This is an optimization exercise on Yosys and OpenROAD, whose aim is small area, a short achievable clock period and few clock cycles, not a production implementation.
Where RTL was checked, it was by simulation tests only, not by an equivalence proof against the original.
Power is estimated from default activity; no workload was simulated.

==> flow/design.v (excerpt) <==
module top (
    input         clk_i,
    input         rst_i,
    input  [7:0]  addr_i,
    input  [31:0] data_i,
    input         wr_vi,
    output [31:0] data_o
);
For scale: about 6400 cells after synthesis, about 75 I/O pins.
==> flow/config.mk <==
export PLATFORM = sky130hd
export DESIGN_NAME = top
export DESIGN_NICKNAME = top
export VERILOG_FILES = /design/flow/design.v
export SDC_FILE = /design/flow/constraint.sdc
export NUM_CORES = 8
export LEC_CHECK = 0
export CAP_MARGIN = 20
export CORE_MARGIN = 2
export CORE_UTILIZATION = 55
export CTS_CLUSTER_DIAMETER = 80
export CTS_CLUSTER_SIZE = 25
export PLACE_DENSITY = 0.7
export SETUP_SLACK_MARGIN = 3.7
export SLEW_MARGIN = 20
export SYNTH_HIERARCHICAL = 1
export SYNTH_MINIMUM_KEEP_SIZE = 0
==> flow/constraint.sdc <==
create_clock -name core_clock -period 6.5 [get_ports {clk_i}]
set_input_delay 1.3000 -clock core_clock [delete_from_list [all_inputs] [get_ports {clk_i}]]
set_output_delay 1.3000 -clock core_clock [all_outputs]
set_load 0.01 [all_outputs]
run.sh (not shown) runs the stock make flow with config.mk's settings and CLKGATE_MAP_FILE= SYNTH_SCRIPT=/design/flow/synth_recipe.tcl, a recipe that flattens the netlist after the stock synthesis.
Testbench counts at the start, summed over its fixed seeds: cycles 13,056.
Next try:
--- a/flow/design.v
+++ b/flow/design.v
@@ -78,31 +78,35 @@
     for (int t = 0; t < 5; t++) begin
         r[3*t+2] = bx[2*t+2];
         r[3*t+1] = bx[2*t+1] ^ bx[2*t];
         r[3*t]   = (bx[2*t+2] & ~bx[2*t+1] & ~bx[2*t]) | (~bx[2*t+2] & bx[2*t+1] & bx[2*t]);
     end
     booth_enc = r;
 endfunction
 wire [3:0] oh_i = (op_x ? 4'b1 << a[3:2] : 4'd0) | ri_oh;
 wire [3:0] oh_k = (op_x ? 4'b1 << a[1:0] : 4'd0) | rk_oh;
+logic [8:0] roww [4];
 logic [8:0] xval;
 logic [143:0] wflat;
 wire  [59:0]  opd;
 always_comb
     for (int n = 0; n < 16; n++) wflat[9*n +: 9] = W[n];
-opsel_m u_opsel (.w(wflat), .oh_i(oh_i), .bd(opd));
+opsel_m u_opsel (.w(wflat), .oh_i(oh_i), .oh_k(oh_k), .bd(opd));
 always_comb begin
     xval = '0;
     for (int e = 0; e < 4; e++) begin
         logic [8:0] rx;
+        roww[e] = '0;
         rx = '0;
-        for (int r = 0; r < 4; r++)
+        for (int r = 0; r < 4; r++) begin
+            roww[e] = roww[e] | (W[4*r+e] & {9{oh_i[r]}});
             rx = rx | (X[4*r+e] & {9{ri_oh[r]}});
+        end
         xval = xval | (rx & {9{rk_oh[e]}});
     end
 end
 reg        sa_v;
 reg [9:0]  sa_d;
 reg [14:0] sa_bd [4];      
 reg [3:0]  sa_k;           
 always_ff @(posedge clk_i or negedge rst_i)
     if (!rst_i) sa_v <= 1'b0;
@@ -133,19 +137,19 @@
     s2 = rows[3] ^ rows[4] ^ nk;
     c2 = ((rows[3] & rows[4]) | (rows[3] & nk) | (rows[4] & nk)) << 1;
     s3 = s1 ^ c1 ^ s2;
     c3 = ((s1 & c1) | (s1 & s2) | (c1 & s2)) << 1;
     s4 = s3 ^ c3 ^ c2;
     c4 = ((s3 & c3) | (s3 & c2) | (c3 & c2)) << 1;
     mul_cs = {s4, c4};
 endfunction
 function automatic logic [3:0] lane_addr(input int m, input int e);
-    lane_addr = 4'(4 * m + e);
+    lane_addr = 4'(4 * ((m - e) & 3) + e);
 endfunction
 reg [19:0] P [16];
 reg [31:0] C [16];
 reg        sb_v, sc_v;
 reg [19:0] sb_s  [4];
 reg [19:0] sb_c  [4];
 reg [3:0]  sb_k;
 reg [19:0] sc_p  [4];     
 reg [3:0]  sc_k;
@@ -274,39 +278,46 @@
 module add20_m (input [19:0] a, input [19:0] b, output [19:0] s);
     assign s = a + b;
 endmodule
 module add21_m (input [19:0] a, input [19:0] b, output [20:0] s);
     assign s = {1'b0, a} + {1'b0, b};
 endmodule
 module hiadj_m (input [11:0] ch, input [1:0] adj, output [11:0] s);
     assign s = adj[1] ? ch - 12'd1 : adj[0] ? ch + 12'd1 : ch;
 endmodule
-module opsel_m (input [143:0] w, input [3:0] oh_i, output [59:0] bd);
+module opsel_m (input [143:0] w, input [3:0] oh_i, input [3:0] oh_k, output [59:0] bd);
     function automatic logic [14:0] benc(input logic [8:0] b);
         logic [10:0] bx;
         logic [14:0] r;
         bx = {b[8], b, 1'b0};
         for (int t = 0; t < 5; t++) begin
             r[3*t+2] = bx[2*t+2];
             r[3*t+1] = bx[2*t+1] ^ bx[2*t];
             r[3*t]   = (bx[2*t+2] & ~bx[2*t+1] & ~bx[2*t]) | (~bx[2*t+2] & bx[2*t+1] & bx[2*t]);
         end
         benc = r;
     endfunction
+    logic [8:0]  roww [4];
     logic [59:0] r;
-    always_comb
+    always_comb begin
+        for (int e = 0; e < 4; e++) begin
+            roww[e] = '0;
+            for (int i = 0; i < 4; i++)
+                roww[e] = roww[e] | (w[9*(4*i+e) +: 9] & {9{oh_i[i]}});
+        end
         for (int m = 0; m < 4; m++) begin
             logic [8:0] b;
             b = '0;
-            for (int i = 0; i < 4; i++)
-                b = b | (w[9*(4*i+m) +: 9] & {9{oh_i[i]}});
+            for (int e = 0; e < 4; e++)
+                b = b | (roww[e] & {9{oh_k[(m - e) & 3]}});
             r[15*m +: 15] = benc(b);
         end
+    end
     assign bd = r;
 endmodule
 module rdmux_m (input [511:0] c, input rd, input [3:0] a, input idle, output [31:0] d);
     logic [31:0] v;
     always_comb begin
         v = {31'd0, idle & ~rd};
         for (int n = 0; n < 16; n++)
             v = v | (c[32*n +: 32] & {32{rd && a == n}});
     end
Result: The changed run went through all stages and came out clean; final area came out higher by a few percent; sequential power stays flat; cell count came out higher by a few percent; routed wire length came out higher by a few percent; via count came out higher by a few percent; die area came out higher slightly; critical path depth came out higher by 1; global-route usage came out higher by 1.3 points; clock power came out higher by a little under a tenth; non-clock buffer count came out higher by 50; first-iteration DRC count came out lower by roughly a tenth.
Testbench counts after the change, summed over its fixed seeds: cycles 13,056.


== the previous run ==
top, a different RTL version from the one above (not shown whole).
For scale: roughly 6600 cells after synthesis, about 1700 flip-flops, ~75 I/O pins, about 80000 um^2 of cells after synthesis.
==> module rdmux_m, before the edit <==
module rdmux_m (input [511:0] c, input rd, input [3:0] a, input idle,
                input fw, input [3:0] fa, input [31:0] fd, output [31:0] d);
    logic [31:0] v;
    always_comb begin
        if (rd && fw && fa == a) v = fd;
        else v = {31'd0, idle & ~rd};
        for (int n = 0; n < 16; n++)
            v = v | (c[32*n +: 32] & {32{rd && a == n && !(fw && fa == a)}});
    end
    assign d = v;
endmodule
make LEC_CHECK=0 CAP_MARGIN=20 CORE_MARGIN=2 CORE_UTILIZATION=55 CTS_CLUSTER_DIAMETER=80 CTS_CLUSTER_SIZE=25 PLACE_DENSITY=0.7 SETUP_SLACK_MARGIN=3.7 SLEW_MARGIN=20 SYNTH_HIERARCHICAL=1 SYNTH_MINIMUM_KEEP_SIZE=0 finish   # period 6.5 ns
diff inputs: the previous run => the current run
diff --git a/flow/design.v b/flow/design.v
--- a/flow/design.v
+++ b/flow/design.v
@@ -337,13 +337,14 @@
     assign bd = r;
 endmodule
 module rdmux_m (input [511:0] c, input rd, input [3:0] a, input idle,
                 input fw, input [3:0] fa, input [31:0] fd, output [31:0] d);
     logic [31:0] v;
+    logic        hit;
     always_comb begin
-        if (rd && fw && fa == a) v = fd;
-        else v = {31'd0, idle & ~rd};
+        v = '0;
         for (int n = 0; n < 16; n++)
-            v = v | (c[32*n +: 32] & {32{rd && a == n && !(fw && fa == a)}});
+            v = v | (c[32*n +: 32] & {32{a == n}});
+        hit = fw && fa == a;
     end
-    assign d = v;
+    assign d = rd ? (hit ? fd : v) : {31'd0, idle};
 endmodule
==> summary.txt <==
The final layouts of the previous run and the current run pass the timing, design-rule and antenna checks. In the current run, global-route usage is lower than in the previous run. Taking the previous run as the reference, in the current run first-iteration DRC count now larger, footprint of the flip-flops and latches neither gained nor lost much, fraction of area in clock buffers and inverters shows no meaningful change. The previous run and the current run ended up with nearly the same met1 demand-to-capacity share in global routing.
No run of this note included a check of the RTL's function; only the layout flow was run.

-- re-timing with driven ports --
The results above use ideal ports. As a check the final layouts listed here were re-extracted and re-timed, cells and wires unchanged.
Step 1 sets driving cells, clkbuf_16 on the clock port and buf_2 on the other inputs (assumed; they add their load-dependent delay and slew).
Step 2 moves the port delays by t, midway between the first and last clock arrival at a register: inputs arrive t later, outputs are due t later. That takes back most of the time a late clock gives input paths.
Slacks: ideal ports / drivers / drivers and shift; pairs: ideal ports / drivers.
run	shift t [ns]	setup slack, ns	hold slack, ns	worst slew at a driven data input, ns
the first run of note 1	0.810	3.614 / 3.626 / 2.815	0.373 / 0.373 / 0.373	0.06
the second run of note 1	0.808	3.623 / 3.469 / 2.661	0.369 / 0.369 / 0.369	0.34
the previous run	0.831	3.393 / 3.393 / 2.788	0.358 / 0.358 / 0.358	0.19
the current run	0.830	3.571 / 3.608 / 2.778	0.357 / 0.357 / 0.357	0.07
After both steps every run listed still meets setup and hold. The setup slack of the second run of note 1, which loses most, moves by -0.154 ns with the drivers and by -0.962 ns with both steps.
